Background: an optimization exercise with open tools, aiming at small area. Do not read the settings as production practice. Function was checked by simulation only, so behaviour that the tests miss may differ from the original. No activity file was given, so power comes from the tool's default toggle rates.

File: flow/flow/run.sh
#!/bin/bash
# Standard layout, with the port buffers made from the smallest buffer cell
# and no dummy loads added to the clock tree.
set -euo pipefail
bash standard.sh \
  BUFFER_PORTS_ARGS="-buffer_cell sky130_fd_sc_hd__buf_1" \
  CTS_ARGS="-sink_clustering_enable -repair_clock_nets -buf_list sky130_fd_sc_hd__clkbuf_8 -dont_use_dummy_load" \
  finish > flow.log 2>&1
File: flow/standard.sh
#!/bin/bash
# synth_recipe.tcl (not shown) runs the flow's synth.tcl, then flattens the netlist and writes it again
# the make line also repeats each setting of config.mk as NAME=value (left out here)
make -C /OpenROAD-flow-scripts/flow DESIGN_CONFIG=/design/flow/config.mk WORK_HOME=/design/flow/orfs CLKGATE_MAP_FILE= SYNTH_SCRIPT=/design/flow/synth_recipe.tcl "${@:-finish}"
File: flow/constraint.sdc
create_clock -name core_clock -period 10.0 [get_ports {clk}]
set_input_delay 2.0000 -clock core_clock [delete_from_list [all_inputs] [get_ports {clk}]]
set_output_delay 2.0000 -clock core_clock [all_outputs]
set_load 0.01 [all_outputs]
File: flow/design.v
module fa (a, b, c, s, co);
input a, b, c;
output s, co;
assign s = a ^ b ^ c;
assign co = (a & b) | (a & c) | (b & c);
endmodule
module ha (a, b, s, co);
input a, b;
output s, co;
assign s = a ^ b;
assign co = a & b;
endmodule
module neq64 (a, b, y);
input [63:0] a, b;
output y;
assign y = (a != b);
endmodule
module isz31 (a, y);
input [30:0] a;
output y;
assign y = (a == 31'd0);
endmodule
module brow (one_n, two_n, neg, m, pp);
input one_n, two_n, neg;     
input [22:0] m;
output [24:0] pp;
wire [25:0] en = {~neg, ~({1'b1, m} ^ {24{neg}}), ~neg};
assign pp = ~(({25{one_n}} | en[25:1]) & ({25{two_n}} | en[24:0]));
endmodule
module ao22x23 (a, sa, b, sb, y);
input [22:0] a, b;
input sa, sb;
output [22:0] y;
assign y = (a & {23{sa}}) | (b & {23{sb}});
endmodule
module ao22s (a, sa, b, sb, y);
input a, sa, b, sb;
output y;
assign y = (a & sa) | (b & sb);
endmodule
module float_multiply (clk, reset, IN1, IN2, OUT);
input clk, reset;
input [31:0] IN1, IN2;
output [31:0] OUT;
reg [31:0] X1;
reg [31:0] X2;
reg [2:0]  stage;
reg [28:0] acc;     
reg [0:0]  cf;      
wire changed;
neq64 u_cmp (.a({IN2, IN1}), .b({X2, X1}), .y(changed));
wire st0 = (stage == 3'd0);
wire st7 = (stage == 3'd7);
wire [22:0] fa_m;
ao22x23 u_fam (.a(IN1[22:0]), .sa(st0), .b(X1[22:0]), .sb(~st0), .y(fa_m));
reg [4:0] win;
always @(*) begin
    case (stage)
        3'd0: win = {IN2[1:0], 3'b000};
        3'd1: win = X2[5:1];
        3'd2: win = X2[9:5];
        3'd3: win = X2[13:9];
        3'd4: win = X2[17:13];
        3'd5: win = X2[21:17];
        default: win = {3'b001, X2[22:21]};
    endcase
end
wire one0 = win[0] ^ win[1];
wire two0 = (win[2] & ~win[1] & ~win[0]) | (~win[2] & win[1] & win[0]);
wire neg0 = win[2] & ~(win[1] & win[0]);
wire one1 = win[2] ^ win[3];
wire two1 = (win[4] & ~win[3] & ~win[2]) | (~win[4] & win[3] & win[2]);
wire neg1 = win[4] & ~(win[3] & win[2]);
wire [23:0] m0 = {1'b1, X1[22:0]};
wire [23:0] m1 = {1'b1, fa_m};
wire [24:0] pp0, pp1;
brow u_row0 (.one_n(~one0), .two_n(~two0), .neg(neg0), .m(X1[22:0]), .pp(pp0));
brow u_row1 (.one_n(~one1), .two_n(~two1), .neg(neg1), .m(fa_m), .pp(pp1));
wire [24:0] A = acc[28:4];
wire [0:0] cfg = cf;
wire nA24 = ~A[24];
wire nneg0 = ~neg0;
wire nneg1 = ~neg1;
wire npp1_24 = ~pp1[24];
wire fs0;
wire fc0;
wire fs1;
wire fc1;
wire fs2;
wire fc2;
wire fs3;
wire fc3;
wire fs4;
wire fc4;
wire fs5;
wire fc5;
wire fs6;
wire fc6;
wire fs7;
wire fc7;
wire fs8;
wire fc8;
wire fs9;
wire fc9;
wire fs10;
wire fc10;
wire fs11;
wire fc11;
wire fs12;
wire fc12;
wire fs13;
wire fc13;
wire fs14;
wire fc14;
wire fs15;
wire fc15;
wire fs16;
wire fc16;
wire fs17;
wire fc17;
wire fs18;
wire fc18;
wire fs19;
wire fc19;
wire fs20;
wire fc20;
wire fs21;
wire fc21;
wire fs22;
wire fc22;
wire fs23;
wire fc23;
wire fs24;
wire fc24;
wire fs25;
wire fc25;
wire fs26;
wire fc26;
wire fs27;
wire fc27;
wire hs0;
wire hc0;
wire fs28;
wire fc28;
wire fs29;
wire fc29;
wire hs1;
wire hc1;
wire fs30;
wire fc30;
wire fs31;
wire fc31;
wire hs2;
wire hc2;
wire fs32;
wire fc32;
wire fs33;
wire fc33;
wire hs3;
wire hc3;
wire fs34;
wire fc34;
wire fs35;
wire fc35;
wire fs36;
wire fc36;
wire fs37;
wire fc37;
wire fs38;
wire fc38;
wire fs39;
wire fc39;
wire fs40;
wire fc40;
wire fs41;
wire fc41;
wire fs42;
wire fc42;
wire fs43;
wire fc43;
wire fs44;
wire fc44;
wire fs45;
wire fc45;
wire fs46;
wire fc46;
wire fs47;
wire fc47;
wire fs48;
wire fc48;
wire fs49;
wire fc49;
wire fs50;
wire fc50;
wire fs51;
wire fc51;
fa u_fa0 (.a(A[0]), .b(neg0), .c(pp0[0]), .s(fs0), .co(fc0));
fa u_fa1 (.a(A[1]), .b(pp0[1]), .c(fc0), .s(fs1), .co(fc1));
fa u_fa2 (.a(A[2]), .b(neg1), .c(pp0[2]), .s(fs2), .co(fc2));
fa u_fa3 (.a(pp1[0]), .b(fs2), .c(fc1), .s(fs3), .co(fc3));
fa u_fa4 (.a(A[3]), .b(pp0[3]), .c(pp1[1]), .s(fs4), .co(fc4));
fa u_fa5 (.a(fc2), .b(fs4), .c(fc3), .s(fs5), .co(fc5));
fa u_fa6 (.a(A[4]), .b(pp0[4]), .c(pp1[2]), .s(fs6), .co(fc6));
fa u_fa7 (.a(fc4), .b(fs6), .c(fc5), .s(fs7), .co(fc7));
fa u_fa8 (.a(A[5]), .b(pp0[5]), .c(pp1[3]), .s(fs8), .co(fc8));
fa u_fa9 (.a(fc6), .b(fs8), .c(fc7), .s(fs9), .co(fc9));
fa u_fa10 (.a(A[6]), .b(pp0[6]), .c(pp1[4]), .s(fs10), .co(fc10));
fa u_fa11 (.a(fc8), .b(fs10), .c(fc9), .s(fs11), .co(fc11));
fa u_fa12 (.a(A[7]), .b(pp0[7]), .c(pp1[5]), .s(fs12), .co(fc12));
fa u_fa13 (.a(fc10), .b(fs12), .c(fc11), .s(fs13), .co(fc13));
fa u_fa14 (.a(A[8]), .b(pp0[8]), .c(pp1[6]), .s(fs14), .co(fc14));
fa u_fa15 (.a(fc12), .b(fs14), .c(fc13), .s(fs15), .co(fc15));
fa u_fa16 (.a(A[9]), .b(pp0[9]), .c(pp1[7]), .s(fs16), .co(fc16));
fa u_fa17 (.a(fc14), .b(fs16), .c(fc15), .s(fs17), .co(fc17));
fa u_fa18 (.a(A[10]), .b(pp0[10]), .c(pp1[8]), .s(fs18), .co(fc18));
fa u_fa19 (.a(fc16), .b(fs18), .c(fc17), .s(fs19), .co(fc19));
fa u_fa20 (.a(A[11]), .b(pp0[11]), .c(pp1[9]), .s(fs20), .co(fc20));
fa u_fa21 (.a(fc18), .b(fs20), .c(fc19), .s(fs21), .co(fc21));
fa u_fa22 (.a(A[12]), .b(pp0[12]), .c(pp1[10]), .s(fs22), .co(fc22));
fa u_fa23 (.a(fc20), .b(fs22), .c(fc21), .s(fs23), .co(fc23));
fa u_fa24 (.a(A[13]), .b(pp0[13]), .c(pp1[11]), .s(fs24), .co(fc24));
fa u_fa25 (.a(fc22), .b(fs24), .c(fc23), .s(fs25), .co(fc25));
fa u_fa26 (.a(A[14]), .b(cfg[0]), .c(pp0[14]), .s(fs26), .co(fc26));
fa u_fa27 (.a(pp1[12]), .b(fc24), .c(fs26), .s(fs27), .co(fc27));
ha u_ha0 (.a(fs27), .b(fc25), .s(hs0), .co(hc0));
fa u_fa28 (.a(A[15]), .b(pp0[15]), .c(pp1[13]), .s(fs28), .co(fc28));
fa u_fa29 (.a(fc26), .b(fs28), .c(fc27), .s(fs29), .co(fc29));
ha u_ha1 (.a(fs29), .b(hc0), .s(hs1), .co(hc1));
fa u_fa30 (.a(A[16]), .b(pp0[16]), .c(pp1[14]), .s(fs30), .co(fc30));
fa u_fa31 (.a(fc28), .b(fs30), .c(fc29), .s(fs31), .co(fc31));
ha u_ha2 (.a(fs31), .b(hc1), .s(hs2), .co(hc2));
fa u_fa32 (.a(A[17]), .b(pp0[17]), .c(pp1[15]), .s(fs32), .co(fc32));
fa u_fa33 (.a(fc30), .b(fs32), .c(fc31), .s(fs33), .co(fc33));
ha u_ha3 (.a(fs33), .b(hc2), .s(hs3), .co(hc3));
fa u_fa34 (.a(A[18]), .b(pp0[18]), .c(pp1[16]), .s(fs34), .co(fc34));
fa u_fa35 (.a(fc32), .b(fs34), .c(fc33), .s(fs35), .co(fc35));
fa u_fa36 (.a(A[19]), .b(pp0[19]), .c(pp1[17]), .s(fs36), .co(fc36));
fa u_fa37 (.a(fc34), .b(fs36), .c(fc35), .s(fs37), .co(fc37));
fa u_fa38 (.a(A[20]), .b(pp0[20]), .c(pp1[18]), .s(fs38), .co(fc38));
fa u_fa39 (.a(fc36), .b(fs38), .c(fc37), .s(fs39), .co(fc39));
fa u_fa40 (.a(A[21]), .b(pp0[21]), .c(pp1[19]), .s(fs40), .co(fc40));
fa u_fa41 (.a(fc38), .b(fs40), .c(fc39), .s(fs41), .co(fc41));
fa u_fa42 (.a(A[22]), .b(pp0[22]), .c(pp1[20]), .s(fs42), .co(fc42));
fa u_fa43 (.a(fc40), .b(fs42), .c(fc41), .s(fs43), .co(fc43));
fa u_fa44 (.a(A[23]), .b(pp0[23]), .c(pp1[21]), .s(fs44), .co(fc44));
fa u_fa45 (.a(fc42), .b(fs44), .c(fc43), .s(fs45), .co(fc45));
fa u_fa46 (.a(A[24]), .b(pp0[24]), .c(pp1[22]), .s(fs46), .co(fc46));
fa u_fa47 (.a(fc44), .b(fs46), .c(fc45), .s(fs47), .co(fc47));
fa u_fa48 (.a(nA24), .b(nneg0), .c(pp1[23]), .s(fs48), .co(fc48));
fa u_fa49 (.a(fc46), .b(fs48), .c(fc47), .s(fs49), .co(fc49));
fa u_fa50 (.a(npp1_24), .b(fc48), .c(fc49), .s(fs50), .co(fc50));
fa u_fa51 (.a(nneg1), .b(pp1[24]), .c(fc50), .s(fs51), .co(fc51));
wire [28:0] sum = {
    ~(fc51),
    fs51,
    fs50,
    fs49,
    fs47,
    fs45,
    fs43,
    fs41,
    fs39,
    fs37,
    fs35,
    hs3,
    hs2,
    hs1,
    hs0,
    fs25,
    fs23,
    fs21,
    fs19,
    fs17,
    fs15,
    fs13,
    fs11,
    fs9,
    fs7,
    fs5,
    fs3,
    fs1,
    fs0};
wire [0:0] cf_n = {hc3};
wire [40:0] xin = {IN2, IN1[31:23]};
wire [40:0] xold = {X2, X1[31:23]};
wire [29:0] anew = {cf_n, sum};
wire [29:0] aold = {cf, acc};
wire nst0 = ~st0;
wire restart = reset || (st7 && changed);
wire a_new = ~st7 & ~reset;       
wire a_keep = st7 & ~restart;     
wire [40:0] xd;
wire [29:0] ad;
genvar gi;
generate
    for (gi = 0; gi < 41; gi = gi + 1) begin : g_xd
        ao22s u_xd (.a(xin[gi]), .sa(st0), .b(xold[gi]), .sb(nst0), .y(xd[gi]));
    end
    for (gi = 0; gi < 30; gi = gi + 1) begin : g_ad
        ao22s u_ad (.a(anew[gi]), .sa(a_new), .b(aold[gi]), .sb(a_keep), .y(ad[gi]));
    end
endgenerate
always @(posedge clk) begin
    if (restart)
        stage <= 3'd0;
    else if (!st7)
        stage <= stage + 3'd1;
    X1 <= {xd[8:0], fa_m};
    X2 <= xd[40:9];
    acc <= ad[28:0];
    cf <= ad[29:29];
end
wire tc_in18 = 1'b0;
wire tc_out18 = (acc[18] & cf[0]) | ((acc[18] | cf[0]) & tc_in18);
wire p47 = acc[25] ^ (tc_out18 & (&acc[24:19]));
wire np47 = ~p47;
wire [25:0] u;
wire [26:0] uc;
assign u[0] = 1'b0;   
assign uc[1] = acc[0] & np47;
fa u_t1 (.a(acc[1]), .b(p47), .c(uc[1]), .s(u[1]), .co(uc[2]));
assign u[25] = 1'b0;   
assign uc[26:25] = 2'b00;
ha u_t2 (.a(acc[2]), .b(uc[2]), .s(u[2]), .co(uc[3]));
ha u_t3 (.a(acc[3]), .b(uc[3]), .s(u[3]), .co(uc[4]));
ha u_t4 (.a(acc[4]), .b(uc[4]), .s(u[4]), .co(uc[5]));
ha u_t5 (.a(acc[5]), .b(uc[5]), .s(u[5]), .co(uc[6]));
ha u_t6 (.a(acc[6]), .b(uc[6]), .s(u[6]), .co(uc[7]));
ha u_t7 (.a(acc[7]), .b(uc[7]), .s(u[7]), .co(uc[8]));
ha u_t8 (.a(acc[8]), .b(uc[8]), .s(u[8]), .co(uc[9]));
ha u_t9 (.a(acc[9]), .b(uc[9]), .s(u[9]), .co(uc[10]));
ha u_t10 (.a(acc[10]), .b(uc[10]), .s(u[10]), .co(uc[11]));
ha u_t11 (.a(acc[11]), .b(uc[11]), .s(u[11]), .co(uc[12]));
ha u_t12 (.a(acc[12]), .b(uc[12]), .s(u[12]), .co(uc[13]));
ha u_t13 (.a(acc[13]), .b(uc[13]), .s(u[13]), .co(uc[14]));
ha u_t14 (.a(acc[14]), .b(uc[14]), .s(u[14]), .co(uc[15]));
ha u_t15 (.a(acc[15]), .b(uc[15]), .s(u[15]), .co(uc[16]));
ha u_t16 (.a(acc[16]), .b(uc[16]), .s(u[16]), .co(uc[17]));
ha u_t17 (.a(acc[17]), .b(uc[17]), .s(u[17]), .co(uc[18]));
fa u_t18 (.a(acc[18]), .b(cf[0]), .c(uc[18]), .s(u[18]), .co(uc[19]));
ha u_t19 (.a(acc[19]), .b(uc[19]), .s(u[19]), .co(uc[20]));
ha u_t20 (.a(acc[20]), .b(uc[20]), .s(u[20]), .co(uc[21]));
ha u_t21 (.a(acc[21]), .b(uc[21]), .s(u[21]), .co(uc[22]));
ha u_t22 (.a(acc[22]), .b(uc[22]), .s(u[22]), .co(uc[23]));
ha u_t23 (.a(acc[23]), .b(uc[23]), .s(u[23]), .co(uc[24]));
assign u[24] = acc[24] ^ uc[24];
wire g = st7 & ~zero;
wire [22:0] frac_g;
ao22x23 u_frac (.a(u[24:2]), .sa(g & p47), .b(u[23:1]), .sb(g & ~p47), .y(frac_g));
wire [7:0] ex = X1[30:23];
wire [7:0] ey = X2[30:23];
wire [7:0] es;
wire [8:0] ec;
assign ec[0] = p47;
fa u_e0 (.a(ex[0]), .b(ey[0]), .c(ec[0]), .s(es[0]), .co(ec[1]));
fa u_e1 (.a(ex[1]), .b(ey[1]), .c(ec[1]), .s(es[1]), .co(ec[2]));
fa u_e2 (.a(ex[2]), .b(ey[2]), .c(ec[2]), .s(es[2]), .co(ec[3]));
fa u_e3 (.a(ex[3]), .b(ey[3]), .c(ec[3]), .s(es[3]), .co(ec[4]));
fa u_e4 (.a(ex[4]), .b(ey[4]), .c(ec[4]), .s(es[4]), .co(ec[5]));
fa u_e5 (.a(ex[5]), .b(ey[5]), .c(ec[5]), .s(es[5]), .co(ec[6]));
fa u_e6 (.a(ex[6]), .b(ey[6]), .c(ec[6]), .s(es[6]), .co(ec[7]));
fa u_e7 (.a(ex[7]), .b(ey[7]), .c(ec[7]), .s(es[7]), .co(ec[8]));
wire [7:0] ei;
wire [8:0] eic;
assign ei[0] = ~es[0];
assign eic[1] = es[0];
assign eic[0] = 1'b1;
assign eic[8] = 1'b0;
ha u_ei1 (.a(es[1]), .b(eic[1]), .s(ei[1]), .co(eic[2]));
ha u_ei2 (.a(es[2]), .b(eic[2]), .s(ei[2]), .co(eic[3]));
ha u_ei3 (.a(es[3]), .b(eic[3]), .s(ei[3]), .co(eic[4]));
ha u_ei4 (.a(es[4]), .b(eic[4]), .s(ei[4]), .co(eic[5]));
ha u_ei5 (.a(es[5]), .b(eic[5]), .s(ei[5]), .co(eic[6]));
ha u_ei6 (.a(es[6]), .b(eic[6]), .s(ei[6]), .co(eic[7]));
assign ei[7] = es[7] ^ eic[7];
wire [7:0] expo = {~ei[7], ei[6:0]};
wire za, zb;
isz31 u_za (.a(X1[30:0]), .y(za));
isz31 u_zb (.a(X2[30:0]), .y(zb));
wire zero = za | zb;
assign OUT = {g & (X1[31] ^ X2[31]), expo & {8{g}}, frac_g};
endmodule
File: flow/config.mk
export PLATFORM = sky130hd
export DESIGN_NAME = float_multiply
export DESIGN_NICKNAME = float_multiply
export VERILOG_FILES = /design/flow/design.v
export SDC_FILE = /design/flow/constraint.sdc
export NUM_CORES = 4
export LEC_CHECK = 0
export CAP_MARGIN = 5
export CORE_MARGIN = 2
export CORE_UTILIZATION = 60
export CTS_BUF_LIST = sky130_fd_sc_hd__clkbuf_8
export GPL_TIMING_DRIVEN = 0
export SLEW_MARGIN = 5
export SYNTH_HIERARCHICAL = 1
==> run notes, run 1 <==
- Synth Register Bits: 97
- Final core utilization: 0.6842
- Synthesized Nets: 800
- TritonCTS clock tree: built
- # DRC: 0
- Synth unique cells: 41
- Worst skew pair latency: 370 ps
- Nets: 912
- Row count: 39
- Synthesized area per cell: 11.09 um^2
- H-tree depth: 3
- Die Y-Extent: 112.2 um
- Most frequent cells in the layout: 112 x xnor2_1, 112 x a22o_1, 97 x dfxtp_1, 97 x buf_1, 60 x fa_1
- Longest Clk Path Bufs: 2
- Worst Min Path Start: acc[0]
- Share of cells above drive strength 1: 0.08614
- CP max FO: 10
- M2 GR Usage: 0.5028
- Worst-Margin Slew: 865.9 ps
- Mapped Cells: 633
- Outcome: complete, no violations
- Internal Pwr Total: 1.410 mW
- Required @ worst endpoint: 10270 ps
- Syn Std Cell Area: 0.007020 mm^2
- Drt first-iter violations: 323
- Worst R2R Start: stage[2]
- Root Buffer: clkbuf_8
- Startpoint Class: input pin
- Hold path depth: 1
- Clock Skews: 15.24 ps
- Worst R2R Path Depth: 33
- First-pass GRT wire length: 28.99 mm
- Die ar.: 0.01258 mm^2
- Synth top area cells: dfxtp_1 28%, fa_1 18%, a22o_1 14%
- Met3 global-route usage: 0.03078
- RSZ-0062 raised after global routing: false
- # port buffers: 97
- CP endpoint kind: flop
- Final wirelength: 17.69 mm
- Reg2reg end: acc[17]
- Number of global-route vias before repair: 5598
- Busiest grt layer: met2
- Final Hold Viols: 0
- 1st-pass router iterations: 7
- Max-slew headroom: 0.4202
- Initial antenna violation count: 0
- Clock power frac: 0.085
- GPL Wtd Cong: 0.9056
- Post-route clock period utilization: 0.9739
- Final HPWL DP: 14.57 mm
- Total GRT Usage: 0.2929
- Cell taking the most area after synthesis: dfxtp_1
- Number of vias per cell: 6.217
- Antenna viol nets, final: 0
- I/O pin count: 98
- Grt met1 use: 0.3753
- Switching pwr: 1.048 mW
- GRT Residual Overflow: 0
- Hold-fix buffers, CTS: 0
- Peak Freq: 102.7 MHz
- ANT cells: 0
- Critical path class: in -> reg
- CTS clk-pin slew, worst paths: 90 ps
- Reg power frac: 0.268
- Comb pwr share: 0.647
- Hold worst-path end: acc[0]
- Final Slew Violations: 0
- Largest net degree at the start of global routing: 47
- Final setup violation count: 0
- Filler instances: 953
- Starting Density: 0.6148
- Tmin final: 9739 ps
- Register area share after synthesis: 0.2766
- Leakage: 3.056 nW
- Share of the synthesized area in the top cell type: 0.2766
- Critical Path AT: 10010 ps
- Avg WL per Cell: 19.97 um
- Total power draw: 2.458 mW
- TritonCTS Buffers: 9
- Synth warn: 7
- Core Area: 0.01142 mm^2
- Hold WC Path Type: reg -> reg
- Die Width: 112.2 um
- Sw Share: 0.4263
- Power per cell area: 314.6 mW/mm^2
- Worst vdd ir: 0.0001440 V
- Vias: 5508
- Max-cap violations: 0
- TritonCTS Sinks: 97
- Layout Area Growth over Synthesis: 11.28%
- Flop2flop setup slack: 420 ps
==> registers in the layout, indices dropped and copies added (netlist names) <==
name	count
X1	32
X2	32
acc	29
cf	1
stage	3
==> modules after synthesis (local to each module, per instance) <==
| module | cells inside | times used | cell area (um^2) | flops+latches |
|---|---|---|---|---|
| fa | 1 | 62 | 20.02 | 0 |
| brow | 58 | 2 | 439.2 | 0 |
| ao22x23 | 27 | 2 | 250.2 | 0 |
| isz31 | 11 | 2 | 71.32 | 0 |
| ha | 1 | 31 | 12.51 | 0 |
| float_multiply | 192 | 1 | 2556 | 97 |
| neq64 | 85 | 1 | 691.9 | 0 |
| ao22s | 1 | 71 | 8.758 | 0 |
==> how the worst max path moves through the flow <==
stage	startpoint	end	slack [ps]	depth (start not counted)
floorplan	IN2[0]	acc[27]	320	25
global placement	stage[0]	acc[27]	-750	25
detailed placement	IN2[0]	acc[27]	-320	26
CTS	IN2[0]	acc[27]	60	26
global route	IN2[0]	acc[27]	10	26
finish	IN2[0]	acc[27]	260	26
==> critical path, cell delays in order <==
cell,delay (ps)
buf_1,110
a222oi_1,360
o21ai_1,160
ha_1,220
or2_4,290
inv_2,90
buf_6,160
buf_12,150
xnor2_1,170
o22ai_2,150
fa_2,370
fa_1,410
fa_1,390
fa_1,400
fa_1,390
fa_1,400
fa_1,390
fa_1,390
fa_1,380
fa_1,390
fa_1,390
fa_1,390
fa_1,390
fa_1,390
fa_1,440
a22o_1,230
==> through the flow <==
stage                     hold WS, ps  instance area [um^2]  setup TNS [ps]  setup slack (ps)  instances
after floorplan                 433.9                  7023               0             317.7        633
final                           491.0                  7812               0             261.5        886
after CTS                       497.5                  7752               0             63.02        885
after detailed placement        479.3                  7629          -478.9            -320.8        876
after global routing            497.0                  7812               0             13.19        886
after global placement          467.2                  7566           -2722            -753.3        873
==> what timing repair did <==
action	4_1_cts	5_1_grt
resized for setup	0	17
endpoints found under the setup margin	0	6
buffers inserted	0	1
==> cell type report <==
| class | instances | area (um^2) | area share |
|---|---|---|---|
| plain buffers | 31 | 276.5 | 0.03539 |
| clock buffers | 9 | 123.9 | 0.01586 |
| well taps | 143 | 178.9 | 0.02290 |
| inverters | 16 | 60.06 | 0.007687 |
| flip-flops and latches | 97 | 1942 | 0.2486 |
| multi-input cells | 489 | 4810 | 0.6156 |
| repair buffers | 101 | 421.7 | 0.05397 |
==> cells in the mapped netlist (all sizes together) <==
master	n
a21oi	1
a222oi	2
a22o	118
a22oi	3
a31oi	1
a32o	1
a32oi	3
and2	1
and3	7
buf	26
clkbuf	5
dfxtp	97
fa	62
ha	39
inv	16
mux2	1
mux2i	4
nand2	5
nand2b	2
nand3	3
nand3b	1
nand4	24
nor2	17
nor2b	2
nor3	4
nor3b	1
nor4	18
o211ai	2
o21ai	2
o22a	1
o22ai	48
or2	1
or4	1
xnor2	112
xor2	2
==> power groups by stage <==
stage	Combinational (mW)	Clock (mW)	Sequential [mW]
CTS	1.59	0.209	0.659
detailed placement	1.58	0	0.667
global route	1.83	0.226	0.679
floorplan	1.26	0	0.620
global placement	1.52	0	0.664
finish	1.59	0.208	0.659
==> layer usage <==
| layer | vias up | routed length, um |
|---|---|---|
| met4 | 0 | 823 |
| met5 | - | 0 |
| li1 | 2603 | - |
| met1 | 2678 | 7346 |
| met3 | 45 | 782 |
| met2 | 182 | 8739 |
==> cells by family after synthesis <==
kind of cell,synth area share
AOI/OAI and AO/OA,0.2087
xor gates and xnor gates,0.1422
adders and majority gates,0.2463
buffers and inverters,0.04669
DFF,0.2766
muxes,0.007307
and+or+nand+nor,0.07218
==> run 2, diff against run 1 <==
--- a/flow/config.mk
+++ b/flow/config.mk
@@ -9,6 +9,5 @@
 export CORE_MARGIN = 2
 export CORE_UTILIZATION = 60
 export CTS_BUF_LIST = sky130_fd_sc_hd__clkbuf_8
-export GPL_TIMING_DRIVEN = 0
 export SLEW_MARGIN = 5
 export SYNTH_HIERARCHICAL = 1
==> run 2 against run 1 <==
  * Still clean on timing, DRC and antenna
  * Wire length fell by 1.9%
  * Setup slack better by 140 ps
  * Hold slack got worse by 12 ps
  * Non-clock buffer count fell by 18
  * First-iteration DRC count fell by 9.0%
  * Final cell count down 2.0%
  * Power shrank 0.66%
  * Sequential cell count did not move
  * Sequential power down 0.8%
  * Critical path type unchanged
  * Highest routed layer unchanged
==> run notes, run 2 <==
- Die ar.: 0.01258 mm^2 (unchanged)
- Worst Min Path Start: acc[0] (unchanged)
- First-pass GRT wire length: 29.01 mm (was 28.99 mm)
- Setup tns final: 0 ps (unchanged)
- Smallest setup slack after layout: 402.5 ps (was 261.5 ps)
- Cell taking the most area after synthesis: dfxtp_1 (unchanged)
- Post-synth EDFFs: 0 (unchanged)
- Starting Density: 0.6148 (unchanged)
- Core Area: 0.01142 mm^2 (unchanged)
- TritonCTS clock tree: built (unchanged)
- Max-slew headroom: 0.6160 (was 0.4202)
- Crit path buffers/inverters: 2 (was 4)
- Hold path depth: 1 (unchanged)
- Leakage: 2.971 nW (was 3.056 nW)
- CP max FO: 4 (was 10)
- # port buffers: 97 (unchanged)
- Number of vias per cell: 6.285 (was 6.217)
- Register area share after synthesis: 0.2766 (unchanged)
- Hold worst-path end: acc[0] (unchanged)
- Hold-fix buffers, CTS: 0 (unchanged)
- Synthesized area per cell: 11.09 um^2 (unchanged)
- 1st-pass router iterations: 7 (unchanged)
- # DRC: 0 (unchanged)
- Die Width: 112.2 um (unchanged)
- Share of the synthesized area in the top cell type: 0.2766 (unchanged)
- ANT cells: 0 (unchanged)
- Synth unique cells: 41 (unchanged)
- Worst R2R Start: stage[0] (was stage[2])
- Tmin final: 9598 ps (was 9739 ps)
- Critical Path AT: 9870 ps (was 10010 ps)
- Final setup violation count: 0 (unchanged)
- Avg WL per Cell: 20.00 um (was 19.97 um)
- Worst-Margin Slew: 576.0 ps (was 865.9 ps)
- I/O pin count: 98 (unchanged)
- Most frequent cells in the layout: 112 x xnor2_1, 112 x a22o_1, 97 x dfxtp_1, 97 x buf_1, 62 x fa_1 (was 112 x xnor2_1, 112 x a22o_1, 97 x dfxtp_1, 97 x buf_1, 60 x fa_1)
- Worst vdd ir: 0.0001618 V (was 0.0001440 V)
- Clock Skews: 10.17 ps (was 15.24 ps)
- Power per cell area: 322.7 mW/mm^2 (was 314.6 mW/mm^2)
- Final wirelength: 17.36 mm (was 17.69 mm)
- Row count: 39 (unchanged)
- GRT Residual Overflow: 0 (unchanged)
- Reg2reg end: acc[27] (was acc[17])
- Total GRT Usage: 0.2917 (was 0.2929)
- RSZ-0062 raised after global routing: false (unchanged)
- Post-CTS Resized: 0 (unchanged)
- Top Registers: X1 (32), X2 (32), acc (29) (unchanged)
- Inst Count DP: 859 (was 876)
- Post-route clock period utilization: 0.9598 (was 0.9739)
- Crit path largest cell delay: 440 ps (about the same)
- Commonest cells post-synth: 112 x a22o_1, 112 x xnor2_1, 97 x dfxtp_1 (unchanged)
- Die Y-Extent: 112.2 um (unchanged)
- Max-cap violations: 0 (unchanged)
- Final HPWL DP: 14.05 mm (was 14.57 mm)
- CP endpoint kind: flop (unchanged)
- Synth warn: 7 (unchanged)
- Crit path max-delay family: adder cells (unchanged)
- Required @ worst endpoint: 10270 ps (about the same)
- Syn Std Cell Area: 0.007020 mm^2 (unchanged)
- CP cell instances: buf_1, a222oi_1, o21ai_0, ha_1, or2_2, inv_1, xnor2_1, o22ai_1, fa_1, fa_1, fa_1, fa_1, fa_1, fa_1, fa_1, fa_1, fa_1, fa_1, fa_1, fa_1, fa_1, fa_1, fa_1, a22o_1
- Startpoint Class: input pin (unchanged)
- Vias: 5455 (was 5508)
- Drt first-iter violations: 294 (was 323)
- TritonCTS Buffers: 9 (unchanged)
- Initial antenna violation count: 0 (unchanged)
- Synth Register Bits: 97 (unchanged)
- Post-layout instance area: 0.007566 mm^2 (was 0.007812 mm^2)
- Crit-path slowest cell: fa_1 (unchanged)
- Setup Fix Bufs, Post-CTS: 0 (unchanged)
- Area after DPL: 0.007442 mm^2 (was 0.007629 mm^2)
- Total power draw: 2.442 mW (was 2.458 mW)
- TritonCTS Sinks: 97 (unchanged)
- Peak Freq: 104.2 MHz (was 102.7 MHz)
- Pre-CTS setup slack: 66.73 ps (was -320.8 ps)
- Synthesized Nets: 800 (unchanged)
- H-tree depth: 3 (unchanged)
- Root Buffer: clkbuf_8 (unchanged)
- Layout Area Growth over Synthesis: 7.771% (was 11.28%)
- Synth top area cells: dfxtp_1 28%, fa_1 18%, a22o_1 14% (unchanged)
- Post-Layout Cell Count: 868 (was 886)
- Worst skew pair latency: 380 ps (was 370 ps)
- Number of global-route vias before repair: 5537 (was 5598)
- Longest Clk Path Bufs: 2 (unchanged)
- Final Slew Violations: 0 (unchanged)
- Post-synth top flop: dfxtp_1 (unchanged)
- Filler instances: 962 (was 953)
- Mapped Cells: 633 (unchanged)
- Final Hold Viols: 0 (unchanged)
- Hold WC Path Type: reg -> reg (unchanged)
- WHS: 479.4 ps (was 491.0 ps)
- GPL Wtd Cong: 0.8801 (was 0.9056)
- Nets: 894 (was 912)
- Antenna viol nets, final: 0 (unchanged)
- Largest net degree at the start of global routing: 55 (was 47)
- Critical path class: in -> reg (unchanged)
- Share of cells above drive strength 1: 0.05793 (was 0.08614)
- Outcome: complete, no violations (unchanged)
- Flop2flop setup slack: 520 ps (was 420 ps)
- CP dominant cell by count: fa_1 (unchanged)
- CTS clk-pin slew, worst paths: 80 ps (was 90 ps)
- Worst R2R Path Depth: 27 (was 33)
- Final core utilization: 0.6626 (was 0.6842)
- Ys async rst share: 0 (unchanged)
run 2: cell counts after synthesis:
Identical to the previous run, type by type.
run 2: area by class of cell:
| class | count | area [um^2] | share of cell area |
|---|---|---|---|
| Inverter | 16 | 60.06 | 0.007938 |
| Sequential cell | 97 | 1942 | 0.2567 |
| Tap cell | 143 | 178.9 | 0.02365 |
| Clock buffer | 9 | 123.9 | 0.01637 |
| Timing Repair Buffer | 114 | 491.7 | 0.06499 |
| Multi-Input combinational cell | 489 | 4770 | 0.6304 |
run 2: worst reg2reg max path, cell delays in order (launching register included):
cell      delay, ps
dfxtp_1         360
ha_1            230
ha_1            270
or4_4           600
mux2i_1         280
inv_1            90
ha_1            190
nand2b_1        240
inv_1           140
buf_4           280
xnor2_1         150
o22ai_1         250
fa_1            490
fa_1            410
fa_1            410
fa_1            400
fa_1            390
fa_1            400
fa_1            400
fa_1            390
fa_1            390
fa_1            390
fa_1            390
fa_1            390
fa_1            380
fa_1            390
fa_1            440
a22o_1          230
run 2: modules after synthesis, one instance, submodules excluded:
module | cells inside | flip-flops and latches | times used | area (um^2)
fa | 1 | 0 | 62 | 20.02
neq64 | 85 | 0 | 1 | 691.9
ao22s | 1 | 0 | 71 | 8.758
ha | 1 | 0 | 31 | 12.51
float_multiply | 192 | 97 | 1 | 2556
brow | 58 | 0 | 2 | 439.2
ao22x23 | 27 | 0 | 2 | 250.2
isz31 | 11 | 0 | 2 | 71.32
run 2: routing by layer:
layer | vias up | share of wire | GRT usage | wire length, um
met5 | - | 0 | 0 | 0
met4 | 0 | 0.029 | 0.1154 | 496
met3 | 29 | 0.052 | 0.04050 | 908
met2 | 194 | 0.48 | 0.4827 | 8412
met1 | 2669 | 0.43 | 0.3905 | 7546
li1 | 2563 | - | - | -
run 2: how the worst max path moves through the flow:
stage / startpoint / cells past startpoint / to / slack, ps
global placement: IN2[0] / 24 / acc[27] / 210
finish: IN2[0] / 24 / acc[27] / 400
global route: IN2[0] / 24 / acc[27] / 50
CTS: IN2[0] / 24 / acc[27] / 460
floorplan: IN2[0] / 25 / acc[27] / 320
detailed placement: IN2[0] / 24 / acc[27] / 70
run 2: where the power goes:
part	leakage, nW	switching, mW	internal [mW]	total (mW)
Clock	0.0647	0.127	0.0810	0.208
Sequential	0.813	0.146	0.508	0.654
Combinational	2.09	0.777	0.803	1.58
run 2: cells by family (layout without fill, tap and decap cells):
family	after synthesis	in the layout	synth area share
compound gates	182	182	0.2087
xor+xnor	114	114	0.1422
fa+ha+maj	101	101	0.2463
buf+inv	47	139	0.04669
flops	97	97	0.2766
mux	5	5	0.007307
simple gates	87	87	0.07218
==> run 3, diff against run 2 <==
--- a/flow/design.v
+++ b/flow/design.v
@@ -297,7 +297,10 @@
         ao22s u_xd (.a(xin[gi]), .sa(st0), .b(xold[gi]), .sb(nst0), .y(xd[gi]));
     end
     for (gi = 0; gi < 30; gi = gi + 1) begin : g_ad
-        ao22s u_ad (.a(anew[gi]), .sa(a_new), .b(aold[gi]), .sb(a_keep), .y(ad[gi]));
+        if (gi >= 26 && gi < 29)
+            assign ad[gi] = anew[gi] & a_new;
+        else
+            ao22s u_ad (.a(anew[gi]), .sa(a_new), .b(aold[gi]), .sb(a_keep), .y(ad[gi]));
     end
 endgenerate
 always @(posedge clk) begin
==> run 3 against run 2 <==
  * Die area increased by 0.28%
  * Maximum frequency grew 1.7%
  * Clock skew increased by 6.4 ps
  * Power is 0.55% lower
  * Still clean on timing, DRC and antenna
  * Clock power about the same
  * Combinational power barely moved
  * Non-clock buffer count is 3 lower
  * Setup slack improved by 160 ps
  * Largest cell class unchanged
==> run notes, run 3 <==
- Setup Fix Bufs, Post-CTS: 0 (unchanged)
- Number of vias per cell: 6.285 (about the same)
- Worst skew pair latency: 380 ps (about the same)
- Most frequent cell after synthesis: xnor2_1
- CTS clk-pin slew, worst paths: 90 ps (was 80 ps)
- CP endpoint kind: flop (unchanged)
- ANT cells: 0 (unchanged)
- Post-route clock period utilization: 0.9437 (was 0.9598)
- Total GRT Usage: 0.2849 (was 0.2917)
- Critical Path AT: 9710 ps (was 9870 ps)
- Number of global-route vias before repair: 5472 (was 5537)
- Most common cell after layout, fill and taps aside: xnor2_1
- Row count: 39 (unchanged)
- Die ar.: 0.01262 mm^2 (was 0.01258 mm^2)
- Antenna viol nets, final: 0 (unchanged)
- Post-Layout Cell Count: 866 (was 868)
- Hold-fix buffers, CTS: 0 (unchanged)
- Synthesized area per cell: 11.12 um^2 (was 11.09 um^2)
- Die Y-Extent: 112.3 um (was 112.2 um)
- Starting Density: 0.6166 (was 0.6148)
- GPL Wtd Cong: 0.8502 (was 0.8801)
- Peak Freq: 106.0 MHz (was 104.2 MHz)
- Clock Skews: 16.54 ps (was 10.17 ps)
- Required @ worst endpoint: 10270 ps (about the same)
- Power per cell area: 321.4 mW/mm^2 (was 322.7 mW/mm^2)
- Nets: 892 (was 894)
- Hold WC Path Type: reg -> reg (unchanged)
- RSZ-0062 raised after global routing: false (unchanged)
- Tmin final: 9437 ps (was 9598 ps)
- Syn Std Cell Area: 0.007041 mm^2 (was 0.007020 mm^2)
- GRT Residual Overflow: 0 (unchanged)
- Drt first-iter violations: 272 (was 294)
- Share of the synthesized area in the top cell type: 0.2758 (was 0.2766)
- Final setup violation count: 0 (unchanged)
- CP max FO: 26 (was 4)
- Max-slew headroom: 0.5375 (was 0.6160)
- Cell taking the most area after synthesis: dfxtp_1 (unchanged)
- 1st-pass router iterations: 5 (was 7)
- Worst vdd ir: 0.0001624 V (was 0.0001618 V)
- Most frequent cells in the layout: 112 x xnor2_1, 109 x a22o_1, 97 x dfxtp_1, 97 x buf_1, 62 x fa_1 (was 112 x xnor2_1, 112 x a22o_1, 97 x dfxtp_1, 97 x buf_1, 62 x fa_1)
- Synthesized Nets: 800 (unchanged)
- Total power draw: 2.428 mW (was 2.442 mW)
- Root Buffer: clkbuf_8 (unchanged)
- Register area share after synthesis: 0.2758 (was 0.2766)
- Die Width: 112.3 um (was 112.2 um)
- Startpoint Class: flop (was input pin)
- Post-synth top flop: dfxtp_1 (unchanged)
- Vias: 5443 (was 5455)
- Smallest setup slack after layout: 563.1 ps (was 402.5 ps)
- TritonCTS Sinks: 97 (unchanged)
- Synth warn: 7 (unchanged)
- Post-CTS Resized: 0 (unchanged)
- Post-synth EDFFs: 0 (unchanged)
- Synth unique cells: 44 (was 41)
- Layout Area Growth over Synthesis: 7.322% (was 7.771%)
- Final wirelength: 17.23 mm (was 17.36 mm)
- Leakage: 2.957 nW (was 2.971 nW)
- Synth top area cells: dfxtp_1 28%, fa_1 18%, xnor2_1 14% (was dfxtp_1 28%, fa_1 18%, a22o_1 14%)
- Longest Clk Path Bufs: 2 (unchanged)
- Pre-CTS setup slack: 192.4 ps (was 66.73 ps)
- Top Registers: X1 (32), X2 (32), acc (29) (unchanged)
- Final HPWL DP: 13.92 mm (was 14.05 mm)
- Core Area: 0.01142 mm^2 (unchanged)
- Worst-Margin Slew: 693.8 ps (was 576.0 ps)
- Final Slew Violations: 0 (unchanged)
- # DRC: 0 (unchanged)
- Area after DPL: 0.007432 mm^2 (was 0.007442 mm^2)
- Commonest cells post-synth: 112 x xnor2_1, 109 x a22o_1, 97 x dfxtp_1 (was 112 x a22o_1, 112 x xnor2_1, 97 x dfxtp_1)
- TritonCTS Buffers: 9 (unchanged)
- Post-layout instance area: 0.007556 mm^2 (was 0.007566 mm^2)
- First-pass GRT wire length: 27.97 mm (was 29.01 mm)
- Setup tns final: 0 ps (unchanged)
- Final Hold Viols: 0 (unchanged)
- Ys async rst share: 0 (unchanged)
- Synth Register Bits: 97 (unchanged)
- I/O pin count: 98 (unchanged)
- Max-cap violations: 0 (unchanged)
- Critical path class: reg -> reg (was in -> reg)
- Largest net degree at the start of global routing: 65 (was 55)
- Outcome: complete, no violations (unchanged)
- Mapped Cells: 633 (unchanged)
- H-tree depth: 3 (unchanged)
- Share of cells above drive strength 1: 0.06086 (was 0.05793)
- Inst Count DP: 857 (was 859)
- # port buffers: 97 (unchanged)
- Avg WL per Cell: 19.90 um (was 20.00 um)
- TritonCTS clock tree: built (unchanged)
- Initial antenna violation count: 0 (unchanged)
==> run 3: layer usage <==
| layer | wire (um) | global-route usage | part of all wire | up-vias |
|---|---|---|---|---|
| li1 | - | - | - | 2566 |
| met1 | 7428 | 0.3616 | 0.43 | 2650 |
| met2 | 8400 | 0.4859 | 0.49 | 186 |
| met3 | 793 | 0.04104 | 0.046 | 41 |
| met4 | 609 | 0.1268 | 0.035 | 0 |
| met5 | 0 | 0 | 0 | - |
==> run 3: logic make-up (layout without fill, tap and decap cells) <==
logic type / count (synthesis) / in the layout / synth area share
flops: 97 / 97 / 0.2758
fa+ha+maj: 101 / 101 / 0.2456
xor+xnor: 114 / 114 / 0.1418
mux: 6 / 6 / 0.009952
compound gates: 178 / 178 / 0.2040
buf+inv: 46 / 136 / 0.04692
simple gates: 91 / 91 / 0.07588
==> run 3: layout make-up <==
type / count / area [um^2]
Fill cell: 980 / 3862
Clock buffer: 9 / 123.9
Timing Repair Buffer: 111 / 469.2
Sequential cell: 97 / 1942
Tap cell: 143 / 178.9
Multi-Input combinational cell: 490 / 4781
Inverter: 16 / 61.31
==> run 3: worst paths after layout <==
check                               from      end  slack (ps)  cells after the start
worst min register to register    acc[3]   acc[3]         490                      1
worst max register to register  stage[0]  acc[27]         560                     27
worst min-delay path              acc[3]   acc[3]         490                      1
worst max-delay path            stage[0]  acc[27]         560                     27
==> run 3: Yosys stat by module, one instance, submodules excluded, a selection <==
module / area (um^2) / flops+latches
float_multiply: 2602 / 97
neq64: 691.9 / 0
ao22x23: 250.2 / 0
ao22s: 8.758 / 0
fa: 20.02 / 0
brow: 439.2 / 0
==> run 3: power breakdown <==
| part | internal [mW] | total [mW] | leakage [nW] | switching [mW] |
|---|---|---|---|---|
| clock network | 0.0810 | 0.208 | 0.0647 | 0.127 |
| registers | 0.508 | 0.656 | 0.813 | 0.149 |
| logic | 0.797 | 1.56 | 2.08 | 0.767 |
| total | 1.39 | 2.43 | 2.96 | 1.04 |
==> run 3: worst max-delay path: stages, from the launching register on <==
cell	delay, ps
dfxtp_1	350
ha_1	230
ha_1	260
or4_4	600
mux2i_2	230
inv_1	70
ha_1	190
nand2b_1	210
inv_1	130
buf_4	370
xnor2_1	150
o22ai_1	260
fa_1	500
fa_1	400
fa_1	400
fa_1	390
fa_1	390
fa_1	390
fa_1	400
fa_1	400
fa_1	400
fa_1	390
fa_1	400
fa_1	420
fa_1	410
fa_1	400
fa_1	450
and2_1	140
==> run 3: metrics by stage <==
stage                 util  hold WS (ps)
floorplan                -         433.9
finish              0.6617         488.1
detailed placement  0.6509         469.8
global placement    0.6509         456.1
global route        0.6617         536.0
CTS                 0.6617         491.7

port drivers added, routing unchanged:
Ports are ideal in the flow. The routed layouts listed here were re-timed in OpenROAD. Step 1: set_driving_cell puts a clkbuf_16 on clk and a buf_2 on each other input, an assumption about the parent block. Step 2 adds t to the input delays and takes it off the output delays; t is the mean of the earliest and latest rising clock arrival at the registers after step 1. Input paths then give back, and output paths get back, about the clock's delay inside the block. a / b / c = no drivers / after step 1 / after step 2; a / b = the first two.
run | t, ns | slack for setup (ns) | latest minus earliest clock arrival (ns) | worst register clock-pin slew, ns
run 1 | 0.396 | 0.261 / 0.275 / -0.120 | 0.015 / 0.015 | 0.09 / 0.09
run 2 | 0.409 | 0.402 / 0.421 / 0.011 | 0.013 / 0.013 | 0.09 / 0.09
run 3 | 0.410 | 0.563 / 0.563 / 0.187 | 0.021 / 0.020 | 0.10 / 0.10
With both steps, setup timing fails in run 1, where it was met with ideal ports. The setup slack of run 2, which loses most, moves by +0.019 ns with the drivers and by -0.391 ns with both steps.
